From an optimization exercise on the open Yosys and OpenROAD flow, aimed at small area; shortcuts taken in it are not production practice. The RTL was checked by simulation tests, not by an equivalence proof against the original design. No activity file was given, so power comes from the tool's default toggle rates.

### flow/run.sh
#!/bin/bash
# synth_recipe.tcl (not shown) runs the flow's synth.tcl, then flattens the netlist and writes it again
# the make line also repeats each setting of config.mk as NAME=value (left out here)
make -C /OpenROAD-flow-scripts/flow DESIGN_CONFIG=/design/flow/config.mk WORK_HOME=/design/flow/orfs CLKGATE_MAP_FILE= SYNTH_SCRIPT=/design/flow/synth_recipe.tcl finish
### flow/config.mk
export PLATFORM = sky130hd
export DESIGN_NAME = Num24
export DESIGN_NICKNAME = Num24
export VERILOG_FILES = /design/flow/design.v
export SDC_FILE = /design/flow/constraint.sdc
export NUM_CORES = 4
export LEC_CHECK = 0
export CAP_MARGIN = 20
export CORE_MARGIN = 2
export CORE_UTILIZATION = 40
export SLEW_MARGIN = 20
### flow/constraint.sdc
create_clock -name core_clock -period 18.0 [get_ports {clk}]
set_input_delay 3.6000 -clock core_clock [delete_from_list [all_inputs] [get_ports {clk}]]
set_output_delay 3.6000 -clock core_clock [all_outputs]
set_load 0.01 [all_outputs]
### flow/design.v
`timescale 1ns / 1ps
module clock_gen(
        clk_in,
        rst,
        clk_debounce
    );
    input clk_in;
    input rst;
    output clk_debounce;  
    reg clk_div;
    localparam debounce = 32'd99_999;
    reg [31:0] counter_debounce;
    assign clk_debounce = (counter_debounce == debounce) && !clk_div;
    always @(posedge clk_in) begin
        if (rst) begin
            counter_debounce <= 0;
            clk_div <= 1'b0;
        end
        else if (counter_debounce == debounce) begin
            counter_debounce <= 0;
            clk_div <= ~clk_div;
        end
        else
            counter_debounce <= counter_debounce + 1'b1;
    end
endmodule
module clock_gen_display(clk, rst, clk_pix);
    input clk;
    input rst;
    output clk_pix;  
    reg clk_display;
    reg [1:0] counter;
    always @(posedge clk) begin
        if (rst) begin
            counter <= 0;
            clk_display <= 1'b0;
        end else begin
            counter <= counter + 1;
            if (counter == 1) begin
                counter <= 0;
                clk_display <= ~clk_display;
            end
        end
    end
    assign clk_pix = (counter == 1) && !clk_display;
endmodule
module debouncer(clk_in, rst, en, but, but_out);
    input wire clk_in;
    input wire rst;
    input wire en;
    input wire but;
    output wire but_out;
    reg but_ff;
    always @ (posedge clk_in) begin
        if (rst)
            but_ff <= 0;
        else if (!en) begin
        end
        else if (but == 0)
            but_ff <= 0;
        else
            but_ff <= 1;
    end
    assign but_out = but_ff;
endmodule
`timescale 1ns / 1ps
module Decoder(
        clk,
        rst,
        Row,
        Col,
        DecodeOut
    );
    input clk;						 
    input rst;
    input [3:0] Row;				 
    output [3:0] Col;			 
    output [3:0] DecodeOut;	 
    reg [3:0] Col;
    reg [3:0] DecodeOut;
    reg [19:0] sclk;
    always @(posedge clk) begin
        if (rst) begin
            Col <= 4'b1111;
            DecodeOut <= 4'b0000;
            sclk <= 20'b00000000000000000000;
        end
        else if (sclk == 20'b00011000011010100000) begin
            Col <= 4'b0111;
            sclk <= sclk + 1'b1;
        end
        else if(sclk == 20'b00011000011010101000) begin
            if (Row == 4'b0111) begin
                DecodeOut <= 4'b0001;		 
            end
            else if(Row == 4'b1011) begin
                DecodeOut <= 4'b0100; 		 
            end
            else if(Row == 4'b1101) begin
                DecodeOut <= 4'b0111; 		 
            end
            else if(Row == 4'b1110) begin
                DecodeOut <= 4'b0000; 		 
            end
            sclk <= sclk + 1'b1;
        end
        else if(sclk == 20'b00110000110101000000) begin
            Col<= 4'b1011;
            sclk <= sclk + 1'b1;
        end
        else if(sclk == 20'b00110000110101001000) begin
            if (Row == 4'b0111) begin
                DecodeOut <= 4'b0010; 		 
            end
            else if(Row == 4'b1011) begin
                DecodeOut <= 4'b0101; 		 
            end
            else if(Row == 4'b1101) begin
                DecodeOut <= 4'b1000; 		 
            end
            else if(Row == 4'b1110) begin
                DecodeOut <= 4'b1111; 		 
            end
            sclk <= sclk + 1'b1;
        end
        else if(sclk == 20'b01001001001111100000) begin
            Col<= 4'b1101;
            sclk <= sclk + 1'b1;
        end
        else if(sclk == 20'b01001001001111101000) begin
            if(Row == 4'b0111) begin
                DecodeOut <= 4'b0011; 		 
            end
            else if(Row == 4'b1011) begin
                DecodeOut <= 4'b0110; 		 
            end
            else if(Row == 4'b1101) begin
                DecodeOut <= 4'b1001; 		 
            end
            else if(Row == 4'b1110) begin
                DecodeOut <= 4'b1110; 		 
            end
            sclk <= sclk + 1'b1;
        end
        else if(sclk == 20'b01100001101010000000) begin
            Col<= 4'b1110;
            sclk <= sclk + 1'b1;
        end
        else if(sclk == 20'b01100001101010001000) begin
            if(Row == 4'b0111) begin
                DecodeOut <= 4'b1010;  
            end
            else if(Row == 4'b1011) begin
                DecodeOut <= 4'b1011;  
            end
            else if(Row == 4'b1101) begin
                DecodeOut <= 4'b1100;  
            end
            else if(Row == 4'b1110) begin
                DecodeOut <= 4'b1101;  
            end
            sclk <= 20'b00000000000000000000;
        end
        else begin
            sclk <= sclk + 1'b1;
        end
    end
endmodule
`timescale 1ns / 1ps
module PmodKYPD( clk, rst, JA_row, JA_col, Decode);
    input clk;					 
    input rst;
    input [3:0] JA_row;			 
    output [3:0] JA_col;		 
    output wire [3:0] Decode;
    Decoder C0(
                .clk(clk),
                .rst(rst),
                .Row(JA_row),
                .Col(JA_col),
                .DecodeOut(Decode)
            );
endmodule
`timescale 1ns / 1ps
module psuedo_rand(clk, rst, enable, out);
    input clk, rst;
    input enable;
    output [3:0] out;
    reg enabled;
    reg [3:0] register;
    assign out=register;
    always @(posedge clk) begin
        if (rst) begin
            register <= 4'b1010;
            enabled <= 1'b0;
        end
        if (enable && !enabled) begin  
            register <= {register[2:0], ~(register[3] ^ register[2])};
            enabled <= 1'b1;
        end else if (enable == 0) begin
            enabled <= 1'b0;
        end else begin
        end
    end
endmodule
`timescale 1ns / 1ps
module valid_sets(index, num1, num2, num3, num4);
    input wire [3:0] index;
    output reg [9:0] num1;
    output reg [9:0]	num2;
    output reg [9:0] num3;
    output reg [9:0] num4;
    always @(index) begin
        case(index)
            4'b0000: begin
                num1 = 2; num2 = 4; num3 = 8; num4 = 10;
            end
            4'b0001: begin
                num1 = 2; num2 = 6; num3 = 12; num4 = 13;
            end
            4'b0010: begin
                num1 = 3; num2 = 5; num3 = 7; num4 = 13;
            end
            4'b0011: begin
                num1 = 3; num2 = 6; num3 = 6; num4 = 11;
            end
            4'b0100: begin
                num1 = 1; num2 = 3; num3 = 7; num4 = 12;
            end
            4'b0101: begin
                num1 = 7; num2 = 8; num3 = 9; num4 = 10;
            end
            4'b0110: begin
                num1 = 2; num2 = 6; num3 = 11; num4 = 12;
            end
            4'b0111: begin
                num1 = 3; num2 = 4; num3 = 8; num4 = 13;
            end
            4'b1000: begin
                num1 = 3; num2 = 6; num3 = 10; num4 = 10;
            end
            4'b1001: begin
                num1 = 4; num2 = 4; num3 = 9; num4 = 12;
            end
            4'b1010: begin
                num1 = 4; num2 = 6; num3 = 7; num4 = 9;
            end
            4'b1011: begin
                num1 = 5; num2 = 6; num3 = 11; num4 = 13;
            end
            4'b1100: begin
                num1 = 8; num2 = 8; num3 = 11; num4 = 12;
            end
            4'b1101: begin
                num1 = 11; num2 = 12; num3 = 12; num4 = 13;
            end
            4'b1111: begin
                num1 = 7; num2 = 8; num3 = 10; num4 = 13;
            end
            default: begin  
                num1 = 7; num2 = 8; num3 = 10; num4 = 13;
            end
        endcase
    end
endmodule
module FSM(clk, rst, START, RESTART, decode, m1, m2, m3, m4, num1, num2, num3, num4, valid_output, s1, s2, win, lose);
    input clk, START, RESTART;  
    input rst;	 
    input [3:0] decode;
    input [9:0] m1, m2, m3, m4;
    output [9:0] num1, num2, num3, num4;
    output [3:0] valid_output;
    output [2:0] s1, s2;
    assign s1 = {valid[select_1] && state[2] == 1, select_1};
    assign s2 = {valid[select_2] && state[1] == 1, select_2};
    wire [3:0] index;
    reg [9:0] num[0:3];
    reg [3:0] valid;
    reg [9:0] num1_old, num2_old, num3_old, num4_old;
    wire [5:0] signal;
    reg [5:0] last_signal;
    reg [2:0] state;
    reg [3:0] last_state;
    reg [1:0] select_1;  
    reg [1:0] select_2;
    wire [1:0] select_smaller;
    wire [1:0] select_larger;
    reg [1:0] op;
    wire [9:0] cal_num1, cal_num2;
    wire [9:0] result_add, result_sub, result_mul, result_div;
    wire [9:0] result;
    output wire win;
    output wire lose;
    assign win = (valid == 4'b0001 && num[0] == 24) ? 1 : 0;
    assign lose = (valid == 4'b0001 && num[0] != 24) ? 1 : 0;
    assign num1=num[0];
    assign num2=num[1];
    assign num3=num[2];
    assign num4=num[3];
    assign valid_output=valid;
    assign signal={START, RESTART, decode};
    assign select_smaller = select_1 < select_2 ? select_1 : select_2;
    assign select_larger = select_1 > select_2 ? select_1 : select_2;
    assign cal_num1 = num[select_1];
    assign cal_num2 = num[select_2];
    assign result_add=cal_num1+cal_num2;
    assign result_sub=cal_num1-cal_num2;
    assign result_mul=cal_num1*cal_num2;
    assign result_div=(cal_num2 == 10'd0) ? 10'h3FF : cal_num1/cal_num2;
    assign result=(op==2'b00 ? result_add : (op==2'b01 ? result_sub : (op==2'b10 ? result_mul : result_div)));
    always @(posedge clk) begin
        last_signal<=signal;
        if(rst) begin
            state <= 3'b000;
            num[0] <= 10'd0;
            num[1] <= 10'd0;
            num[2] <= 10'd0;
            num[3] <= 10'd0;
            num1_old <= 10'd0;
            num2_old <= 10'd0;
            num3_old <= 10'd0;
            num4_old <= 10'd0;
            valid <= 4'b1111;
            select_1 <= 2'b00;
            select_2 <= 2'b00;
            op <= 2'b00;
            last_signal <= 6'd0;
        end else
        if(last_signal==signal) begin
        end else
        begin
            if(START==1) begin
                state <= 3'b000;
                num[0] <= m1;
                num[1] <= m2;
                num[2] <= m3;
                num[3] <= m4;
                num1_old[9:0] <= m1[9:0];
                num2_old[9:0] <= m2[9:0];
                num3_old[9:0] <= m3[9:0];
                num4_old[9:0] <= m4[9:0];
                valid <= 4'b1111;
            end else
            begin
                if(RESTART==1) begin  
                    state <= 3'b000;
                    num[0][9:0] <= num1_old[9:0];
                    num[1][9:0] <= num2_old[9:0];
                    num[2][9:0] <= num3_old[9:0];
                    num[3][9:0] <= num4_old[9:0];
                    valid <= 4'b1111;
                end else begin
                    case(state)  
                        3'b000: begin
                            if (decode>=4'b0001 && decode<=4'b0100 && (valid[decode - 1] == 1'b1)) begin
                                select_1 <= decode - 1;
                                state<=3'b100;
                            end else begin
                                if(decode >= 4'b1010&& decode <= 4'b1101) begin
                                    op <= decode - 4'b1010;
                                    state<=3'b001;
                                end else begin
                                end
                            end
                        end
                        3'b001: begin
                            if(decode>=4'b0001 && decode<=4'b0100 && (valid[decode - 1] == 1'b1)) begin
                                select_1 <= decode - 1;
                                state<=3'b101;
                            end else begin if(decode>=4'b1010&& decode<=4'b1101) begin
                                    op <= decode - 4'b1010;
                                    state<=3'b001;
                                end else begin
                                end
                            end
                        end
                        3'b100: begin
                            if(decode>=4'b0001 && decode<=4'b0100 && (valid[decode - 1] == 1'b1)) begin
                                select_2 <= decode - 1;
                                state<=3'b110;
                            end else begin if(decode>=4'b1010&& decode<=4'b1101) begin
                                    op <= decode - 4'b1010;
                                    state<=3'b101;
                                end else begin
                                end
                            end
                        end
                        3'b101: begin
                            if(decode>=4'b0001 && decode<=4'b0100 && (valid[decode - 1] == 1'b1)) begin
                                select_2 <= decode - 1;
                                state<=3'b111;
                            end else begin
                                if(decode>=4'b1010&& decode<=4'b1101) begin  
                                    op <= decode - 4'b1010;
                                    state<=3'b101;
                                end else begin
                                end
                            end
                        end
                        3'b110: begin
                            if(decode>=4'b0001 && decode<=4'b0100 && (valid[decode - 1] == 1'b1)) begin  
                                select_1 <= decode - 1;
                                state<=3'b100;
                            end else begin if(decode>=4'b1010&& decode<=4'b1101) begin
                                    op <= decode - 4'b1010;
                                    state<=3'b111;
                                end else begin
                                end
                            end
                        end
                        3'b111: begin  
                            num[select_smaller] <= result;
                            valid[select_larger] <= 1'b0;
                            state <= 3'b000;
                        end
                        default: begin  
                            state <= 3'b000;
                        end
                    endcase
                end
            end
        end
    end
endmodule
`timescale 1ns / 1ps
module number_converter(num1, num2, num3, num4, valid, numbers);
    input [9:0] num1; input [9:0] num2; input [9:0] num3; input [9:0] num4;
    input [3:0] valid;
    output wire [47:0] numbers;
    wire [3:0] num1_d1;		 
    wire [3:0] num1_d2;
    wire [3:0] num1_d3;
    wire [3:0] num1_d4;
    wire [3:0] num2_d1;
    wire [3:0] num2_d2;
    wire [3:0] num2_d3;
    wire [3:0] num2_d4;
    wire [3:0] num3_d1;
    wire [3:0] num3_d2;
    wire [3:0] num3_d3;
    wire [3:0] num3_d4;
    wire [3:0] num4_d1;
    wire [3:0] num4_d2;
    wire [3:0] num4_d3;
    wire [3:0] num4_d4;
    assign num1_d1 = num1/100;	 
    assign num1_d2 = (num1/10)%10;
    assign num1_d3 = (num1)%10;
    assign num2_d1 = num2/100;
    assign num2_d2 = (num2/10)%10;
    assign num2_d3 = (num2)%10;
    assign num3_d1 = num3/100;
    assign num3_d2 = (num3/10)%10;
    assign num3_d3 = (num3)%10;
    assign num4_d1 = num4/100;
    assign num4_d2 = (num4/10)%10;
    assign num4_d3 = (num4)%10;
    assign numbers[47:36] = (valid[0] == 1) ?
           {num1_d1, num1_d2, num1_d3}
           : {12{1'b1}};
    assign numbers[35:24] = (valid[1] == 1) ?
           {num2_d1, num2_d2, num2_d3}
           : {12{1'b1}};
    assign numbers[23:12] = (valid[2] == 1) ?
           {num3_d1, num3_d2, num3_d3}
           : {12{1'b1}};
    assign numbers[11:0] = (valid[3] == 1) ?
           {num4_d1, num4_d2, num4_d3}
           : {12{1'b1}};
endmodule
module seven_segment_sim(sx_offset, sy_offset, number, if_display);
    input [9:0] sx_offset, sy_offset;
    input [3:0] number;
    output if_display;
    wire if_a, if_b, if_c, if_d, if_e, if_f, if_g;
    assign if_a = (sx_offset >= 0 && sx_offset < 80 && sy_offset >= 0 && sy_offset < 20);
    assign if_b = {sx_offset >= 60 && sx_offset < 80 && sy_offset >= 0 && sy_offset < 80};
    assign if_c = {sx_offset >= 60 && sx_offset < 80 && sy_offset >= 60 && sy_offset < 140};
    assign if_d = {sx_offset >= 0 && sx_offset < 80 && sy_offset >= 120 && sy_offset < 140};
    assign if_e = {sx_offset >= 0 && sx_offset < 20 && sy_offset >= 60 && sy_offset < 140};
    assign if_f = {sx_offset >= 0 && sx_offset < 20 && sy_offset >= 0 && sy_offset < 80};
    assign if_g = {sx_offset >= 0 && sx_offset < 80 && sy_offset >= 60 && sy_offset < 80};
    wire if_FAIL, if_SUCCESS;
    wire if_0, if_1, if_2, if_3, if_4, if_5, if_6, if_7, if_8, if_9;
    assign if_0 = if_a || if_b || if_c || if_d || if_e || if_f;
    assign if_1 = if_b || if_c;
    assign if_2 = if_a || if_b || if_g || if_e || if_d;
    assign if_3 = if_a || if_b || if_g || if_c || if_d;
    assign if_4 = if_f || if_g || if_b || if_c;
    assign if_5 = if_a || if_f || if_g || if_c || if_d;
    assign if_6 = if_a || if_f || if_g || if_c || if_d || if_e;
    assign if_7 = if_a || if_b || if_c;
    assign if_8 = if_a || if_b || if_c || if_d || if_e || if_f || if_g;
    assign if_9 = if_a || if_b || if_c || if_d || if_f || if_g;
    assign if_FAIL = if_a || if_f || if_g || if_e;
    assign if_SUCCESS = if_5;
    assign if_display = (number == 0 && if_0) || (number == 1 && if_1) || (number == 2 && if_2)
           || (number == 3 && if_3) || (number == 4 && if_4) || (number == 5 && if_5)
           || (number == 6 && if_6) || (number == 7 && if_7) || (number == 8 && if_8)
           || (number == 9 && if_9)
           || (number == 10 && if_FAIL) || (number == 11 && if_SUCCESS);
endmodule
module screen(sx, sy, numbers_concat, vga_r, vga_g, vga_b, s1, s2, win, lose);  
    input [9:0] sx, sy;
    input [2:0] s1, s2;
    input win , lose;
    input [47:0] numbers_concat;  
    output [2:0] vga_r;   
    output [2:0] vga_g;   
    output [1:0] vga_b;    
    wire [3:0] number;
    wire [1:0] num_pos;  
    wire [9:0] sx_offset, sy_offset;
    number_to_display number_to_display_INS(.numbers_concat(numbers_concat), .sx(sx), .sy(sy), .number(number), .sx_offset(sx_offset), .sy_offset(sy_offset), .num_pos(num_pos)
                                            , .win(win), .lose(lose));
    wire if_display;
    seven_segment_sim seven_segment_sim_INS(.sx_offset(sx_offset), .sy_offset(sy_offset), .number(number), .if_display(if_display));
    assign vga_r = if_display ? (((num_pos == s1[1:0] && s1[2] == 1) || (num_pos==s2[1:0] && s2[2] == 1)) ? 3'b111 :3'b111) : 3'b0;
    assign vga_g = if_display ? (((num_pos == s1[1:0] && s1[2] == 1) || (num_pos==s2[1:0] && s2[2] == 1)) ? 3'b000 :3'b111) : 3'b0;
    assign vga_b = if_display ? (((num_pos == s1[1:0] && s1[2] == 1) || (num_pos==s2[1:0] && s2[2] == 1)) ? 2'b00 : 2'b11) : 2'b0;
endmodule
module number_to_display(numbers_concat, sx, sy, number, sx_offset, sy_offset, num_pos, win, lose);
    input [47:0] numbers_concat;  
    input [9:0] sx, sy;
    input win , lose;
    output [9:0] sx_offset, sy_offset;
    output [3:0] number;
    reg [3:0] the_number;  
    output reg [1:0] num_pos;  
    reg [9:0] sx_offset_reg, sy_offset_reg;
    always @(*) begin
        case (1)
            (sx>=20 && sx<100 && sy>=20 && sy<160) : begin
                the_number[3:0] <= numbers_concat[47:44];
                sx_offset_reg <= sx - 20;
                sy_offset_reg <= sy - 20;
                num_pos <= 3'b000;
            end
            (sx>=120 && sx<200 && sy>=20 && sy<160) : begin
                the_number[3:0] <= numbers_concat[43:40];
                sx_offset_reg <= sx - 120;
                sy_offset_reg <= sy - 20;
                num_pos <= 3'b000;
            end
            (sx>=220 && sx<300 && sy>=20 && sy<160) : begin
                the_number[3:0] <= numbers_concat[39:36];
                sx_offset_reg <= sx - 220;
                sy_offset_reg <= sy - 20;
                num_pos <= 3'b000;
            end
            (sx>=340 && sx<420 && sy>=20 && sy<160) : begin
                the_number[3:0] <= numbers_concat[35:32];
                sx_offset_reg <= sx - 340;
                sy_offset_reg <= sy - 20;
                num_pos <= 3'b001;
            end
            (sx>=440 && sx<520 && sy>=20 && sy<160) : begin
                the_number[3:0] <= numbers_concat[31:28];
                sx_offset_reg <= sx - 440;
                sy_offset_reg <= sy - 20;
                num_pos <= 3'b001;
            end
            (sx>=540 && sx<620 && sy>=20 && sy<160) : begin
                the_number[3:0] <= numbers_concat[27:24];
                sx_offset_reg <= sx - 540;
                sy_offset_reg <= sy - 20;
                num_pos <= 3'b001;
            end
            (sx>=20 && sx<100 && sy>=200 && sy<340) : begin
                the_number[3:0] <= numbers_concat[23:20];
                sx_offset_reg <= sx - 20;
                sy_offset_reg <= sy - 200;
                num_pos <= 3'b010;
            end
            (sx>=120 && sx<200 && sy>=200 && sy<340) : begin
                the_number[3:0] <= numbers_concat[19:16];
                sx_offset_reg <= sx - 120;
                sy_offset_reg <= sy - 200;
                num_pos <= 3'b010;
            end
            (sx>=220 && sx<300 && sy>=200 && sy<340) : begin
                the_number[3:0] <= numbers_concat[15:12];
                sx_offset_reg <= sx - 220;
                sy_offset_reg <= sy - 200;
                num_pos <= 3'b010;
            end
            (sx>=340 && sx<420 && sy>=200 && sy<340) : begin
                the_number[3:0] <= numbers_concat[11:8];
                sx_offset_reg <= sx - 340;
                sy_offset_reg <= sy - 200;
                num_pos <= 3'b011;
            end
            (sx>=440 && sx<520 && sy>=200 && sy<340) : begin
                the_number[3:0] <= numbers_concat[7:4];
                sx_offset_reg <= sx - 440;
                sy_offset_reg <= sy - 200;
                num_pos <= 3'b011;
            end
            (sx>=540 && sx<620 && sy>=200 && sy<340) : begin
                the_number[3:0] <= numbers_concat[3:0];
                sx_offset_reg <= sx - 540;
                sy_offset_reg <= sy - 200;
                num_pos <= 3'b011;
            end
            (sx>=120 && sx<200 && sy >= 340 && sy < 480) : begin
                the_number[3:0] <= (win) ? 11 : ((lose) ? 10 : 15);
                sx_offset_reg <= sx - 120;
                sy_offset_reg <= sy - 340;
                num_pos <= 3'b100;
            end
            default : begin
                the_number[3:0] <= 4'b1111;   
                sx_offset_reg <= 0;
                sy_offset_reg <= 0;
                num_pos <= 3'b000;
            end
        endcase
    end
    assign number = the_number;
    assign sx_offset = sx_offset_reg;
    assign sy_offset = sy_offset_reg;
endmodule
module simple_480p (clk, clk_pix, rst, sx, sy, hsync, vsync, de);
    input  clk;        
    input  clk_pix;    
    input  rst;        
    output [9:0] sx;   
    output [9:0] sy;   
    output hsync;      
    output vsync;      
    output de;          
    reg [9:0] sx_cnt;
    reg [9:0] sy_cnt;
    localparam HA_END = 639;            
    localparam HS_STA = HA_END + 16;    
    localparam HS_END = HS_STA + 96;    
    localparam LINE   = 799;            
    localparam VA_END = 479;            
    localparam VS_STA = VA_END + 10;    
    localparam VS_END = VS_STA + 2;     
    localparam SCREEN = 524;            
    assign hsync = ~(sx >= HS_STA && sx < HS_END);   
    assign vsync = ~(sy >= VS_STA && sy < VS_END);   
    assign de = (sx <= HA_END && sy <= VA_END);
    always @(posedge clk) begin
        if(rst) begin
            sx_cnt <= 10'b0;
            sy_cnt <= 10'b0;
        end else if (clk_pix) begin
            if (sx_cnt == LINE) begin   
                sx_cnt <= 10'b0;
                sy_cnt <= (sy_cnt == SCREEN) ? 10'b0 : sy_cnt + 1'b1;   
            end else begin
                sx_cnt <= sx_cnt + 1'b1;
            end
        end
    end
    assign sx=sx_cnt;
    assign sy=sy_cnt;
endmodule
module vga (clk_100m, rst, numbers_concat, vga_hsync, vga_vsync, vga_r, vga_g, vga_b, s1, s2, win, lose);
    input  clk_100m;      
    input  rst;       
    input [47:0] numbers_concat;
    input [2:0] s1, s2;
    input win, lose;  
    output reg vga_hsync;     
    output reg vga_vsync;     
    output reg [2:0] vga_r;   
    output reg [2:0] vga_g;   
    output reg [1:0] vga_b;   
    wire clk_pix;
    clock_gen_display clock_pix_inst (
                          .clk(clk_100m),
                          .rst(rst),
                          .clk_pix(clk_pix)
                      );
    wire [9:0] sx, sy;
    wire hsync, vsync, de;
    simple_480p display_inst (
                    .clk(clk_100m),
                    .clk_pix(clk_pix),
                    .rst(rst),   
                    .sx(sx),
                    .sy(sy),
                    .hsync(hsync),
                    .vsync(vsync),
                    .de(de)
                );
    wire [2:0] vga_r_wire;
    wire [2:0] vga_g_wire;
    wire [1:0] vga_b_wire;
    screen screen_INS(.sx(sx), .sy(sy), .numbers_concat(numbers_concat), .vga_r(vga_r_wire), .vga_g(vga_g_wire), .vga_b(vga_b_wire), .s1(s1), .s2(s2)
                      , .win(win), .lose(lose));
    always @(posedge clk_100m) begin
        if (rst) begin
            vga_hsync <= 1'b1;
            vga_vsync <= 1'b1;
            vga_r <= 3'b0;
            vga_g <= 3'b0;
            vga_b <= 2'b0;
        end else if (clk_pix) begin
        vga_hsync <= hsync;
        vga_vsync <= vsync;
        vga_r <= vga_r_wire;
        vga_g <= vga_g_wire;
        vga_b <= vga_b_wire;
        end
    end
endmodule
`timescale 1ns / 1ps
module Num24(clk, rst, JA_row, JA_col, START, RESTART, red, green, blue, hsync, vsync);
    input clk;
    input rst;
    input [3:0] JA_row;   
    output [3:0] JA_col;  
    input START, RESTART;
    output [2:0] red;
    output [2:0] green;
    output [1:0] blue;
    output hsync, vsync;
    wire clk_debounce;
    clock_gen clock_gen_INS(
                  .clk_in(clk),
                  .rst(rst),
                  .clk_debounce(clk_debounce)
              );
    wire [3:0] decode;  
    PmodKYPD num_pad(.clk(clk), .rst(rst), .JA_row(JA_row), .JA_col(JA_col), .Decode(decode));
    wire START_d;
    debouncer debounce_START(.clk_in(clk), .rst(rst), .en(clk_debounce), .but(START),
                             .but_out(START_d));
    wire RESTART_d;
    debouncer debounce_RESTART(.clk_in(clk), .rst(rst), .en(clk_debounce), .but(RESTART),
                               .but_out(RESTART_d));
    wire enable;
    assign enable = START_d;
    wire [3:0] index;
    wire [9:0] m1, m2, m3, m4;
    psuedo_rand rand_index(.clk(clk), .rst(rst), .enable(enable), .out(index));
    valid_sets valid_set(.index(index), .num1(m1), .num2(m2), .num3(m3), .num4(m4));
    wire [9:0] num1, num2, num3, num4;
    wire [3:0] valid;
    wire [2:0] sel1;
    wire [2:0] sel2;
    wire w, l;
    FSM FSM_INS(.clk(clk), .rst(rst), .START(START_d), .RESTART(RESTART_d), .decode(decode), .m1(m1), .m2(m2), .m3(m3), .m4(m4), .num1(num1), .num2(num2), .num3(num3), .num4(num4), .valid_output(valid)
                , .s1(sel1), .s2(sel2), .win(w), .lose(l));
    wire [47:0] numbers;
    number_converter number_converter_INS(.num1(num1), .num2(num2), .num3(num3), .num4(num4), .valid(valid), .numbers(numbers));
    vga vga_INS(.clk_100m(clk), .rst(rst), .numbers_concat(numbers), .vga_hsync(hsync), .vga_vsync(vsync), .vga_r(red), .vga_g(green), .vga_b(blue)
                , .s1(sel1), .s2(sel2), .win(w), .lose(l));
endmodule
==> notes.md <==
## worst max-delay path: cells and delay by family, from the launching register on
family | cells | cell delay [ns]
buffers and inverters | 4 | 0.69
AOI/OAI and AO/OA | 58 | 9.88
DFF | 1 | 0.40
muxes | 4 | 1.27
and+or+nand+nor | 14 | 1.71
adders and majority gates | 9 | 2.56
## layout by cell type (no fill, tap or decap), drive strengths merged, types with 47 or more instances in the layout
master	instances
a21oi	237
mux2i	49
o21ai	226
nand3	104
nand2b	47
dfxtp	145
o211ai	53
buf	64
a31oi	60
nor2	405
nor3	140
nand2	375
xnor2	119
o21a	51
ha	179
xor2	61
inv	185
## worst paths after layout
| check | from | end | slack (ns) | cells past startpoint |
|---|---|---|---|---|
| setup / recovery | flop | FSM_INS.num[3][0] | 1.21 | 89 |
| hold / removal | vga_INS.clock_pix_inst.counter[0] | vga_INS.clock_pix_inst.counter[0] | 0.44 | 1 |
| setup reg to reg | flop | FSM_INS.num[3][0] | 1.21 | 89 |
| hold reg to reg | vga_INS.clock_pix_inst.counter[0] | vga_INS.clock_pix_inst.counter[0] | 0.44 | 1 |
## state kept, by name (all words and copies together), names as in the netlist, 3 cells and up, named ones only
name and cells:
FSM_INS.last_signal 6, FSM_INS.m1 4, FSM_INS.m2 4, FSM_INS.m3 4, FSM_INS.m4 3, FSM_INS.num 40
FSM_INS.num1_old 4, FSM_INS.num2_old 4, FSM_INS.num3_old 4, FSM_INS.num4_old 4, FSM_INS.state 3, FSM_INS.valid 4
clock_gen_INS.counter_debounce 32, num_pad.C0.Col 4, num_pad.C0.DecodeOut 4, num_pad.C0.sclk 20, rand_index.register 4, vga_INS.display_inst.sx_cnt 10
vga_INS.display_inst.sy_cnt 10
## timing repair
action	in CTS	in global routing
resized for setup	0	21
hold buffers	0	0
hold endpoints to repair	0	0
setup endpoints to repair	0	4
setup buffers	0	7
## stage by stage
step	hold WS (ns)	util [%]	cells	worst slack, ns	power (W)
after floorplan	0.4043	-	3584	0.8339	0.0009249
after global placement	0.4165	41.58	4301	0.5115	0.001047
after detailed placement	0.4242	41.58	4301	0.2065	0.001049
after CTS	0.4367	42.60	4333	0.1433	0.001472
after global routing	0.4596	42.80	4340	-0.04175	0.001567
final	0.4384	42.80	4340	1.215	0.001476
## layout make-up
type | instances | area share (%)
multi-input combinational | 2995 | 73.41
sequential | 189 | 15.32
tap | 855 | 3.878
inverter | 185 | 2.553
timing repair buffer | 84 | 2.472
clock buffer | 18 | 1.633
clock inverter | 14 | 0.7302
## layer usage
| metal | wire (um) | vias up | share of wire [%] |
|---|---|---|---|
| li1 | - | 13010 | - |
| met1 | 37550 | 12470 | 47 |
| met2 | 35760 | 928 | 45 |
| met3 | 4808 | 107 | 6.0 |
| met4 | 1509 | 0 | 1.9 |
| met5 | 0 | - | 0 |
## report_power, final
group / switching [W] / total (W) / internal [W]
Combinational: 0.000375 / 0.000611 / 0.000236
Sequential: 0.00000684 / 0.000447 / 0.000440
Clock: 0.000215 / 0.000418 / 0.000203
Total: 0.000597 / 0.00148 / 0.000879
## cell families (layout without fill, tap and decap cells)
logic type | count (synthesis) | in the layout | share of synthesized area, %
DFF | 189 | 189 | 16.19
buffers and inverters | 400 | 301 | 6.475
muxes | 95 | 95 | 5.093
adders and majority gates | 212 | 212 | 10.77
AOI/OAI and AO/OA | 1091 | 1091 | 28.95
xor gates and xnor gates | 180 | 180 | 6.072
and+or+nand+nor | 1417 | 1417 | 26.44
==> qor.yml <==
yosys:
  synthTopCellsByCount: "nor2_1, nand2_1, a21oi_1"
  synth_top_area_share_pct: 11.13
  postSynth.asyncResetShare_pct: 0
  yosysSeqAreaShare_pct: 16.19
  syn-num-nets: 3795
  ys_warn_count: 10
  synth_seq_cells: 189
  syn_area_um2: 26090
  avgSynthCellArea_um2: 7.279
  syn_inst: 3584
  synth_edf_count: 44
  ys_types: 134
  synthTopCellsByArea: "dfxtp_1, ha_1, nor2_1"
  yosysMostFrequentCell: "nor2_1"
  yosysTopAreaCell: "dfxtp_1"
  synth_flop_cell: "dfxtp_1"
clocking:
  htreeDepth: 4
  cts_buffer_depth: 2
  numCtsBuffers: 17
  clock_sinks: 189
  clk_pin_slew_ns: 0.08
  cts_tree: "yes"
  clk-insertion-delay-late_ns: 0.46
  root_buffer: "clkbuf_16"
floorplanning:
  initial_core_util_pct: 40.47
  row_count: 93
  fp.coreArea_um2: 64460
  pin_count: 22
  die-area_um2: 67280
  die_y_um: 259.4
  die_w_um: 259.4
route:
  drc: 0
  antenna_left: 0
  vias_per_cell: 6.109
  routed-via-count: 26510
  first_pass_iters: 8
  drtIter0Drc: 2330
  wl_per_cell_um: 18.35
  routed_wl_mm: 79.64
global_route:
  grt_pass1_wl_mm: 129.0
  grt_max_degree: 41
  track_usage_pct: 23.04
  use_met1_pct: 33.01
  groute.layer.met2.usage_pct: 37.08
  overflow: 0
  grt_pass1_vias: 23860
  gr-usage-met3_pct: 2.265
  antenna_found_initial: 0
  grt.busiest_layer: "met2"
placed_design:
  place.gp.congestion: 0.9329
  hpwlAfterDp_mm: 60.37
  place_area_um2: 26810
  numPortBuffers: 21
layout:
  num_antenna_cells: 0
  area_growth_pct: 5.751
  multi_input_area_um2: 20250
  final_area_um2: 27590
  register_area_um2: 4228
  final_nets: 3683
  fillCellCount: 6769
  layout-drive-gt1-share_pct: 7.805
sta:
  tightest_slew_ns: 1.050
  final-hold-violation-count: 0
  max_freq_ghz: 0.05958
  finClkSkew_ns: 0.01874
  relSlewSlack_pct: 29.64
  fin_crit_sh_pct: 93.25
  setup_viol: 0
  finalSetupTns_ns: 0
  drv_slew: 0
  post-route-min-period_ns: 16.79
critical_path:
  crit_path_frequent_cell: "o21a_1"
  critPathKind: "reg -> reg"
  slowest_stage: "mux4_2"
  arrival_ns: 16.95
  worstSetupStartpointType: "flop"
  cp_max_fo: 16
  end_kind: "flop"
  required_ns: 18.16
  slowest_delay_ns: 0.57
run:
  cap_viol_max_count: 0
outcome:
  status: "timing/DRC/antenna clean"
power_and_ir_drop:
  p_per_area_nw_per_um2: 53.50
  power.leakage_nw: 10.25
  ir_drop_mv: 0.07042
min_path:
  min_path_type: "reg -> reg"

port drivers added, routing unchanged:
Ports are ideal in the flow. The routed layout listed here was re-timed in OpenROAD. Step 1, drivers: a clkbuf_16 drives clk and a buf_2 each remaining input, both assumed. Step 2, shift: input delay + t, output delay - t, t = (earliest + latest rising clock arrival at the registers) / 2. This alone moves slack from input paths to output paths. a / b / c = no drivers / after step 1 / after step 2; a / b = the first two.
t (ns): 0.507
setup slack, ns: 1.215 / 1.215 / 1.215
worst setup path after step 2: register to register
After both steps this run still meets setup and hold. For this run, drivers alone change the setup slack by 0.000 ns; drivers and shift together by 0.000 ns.
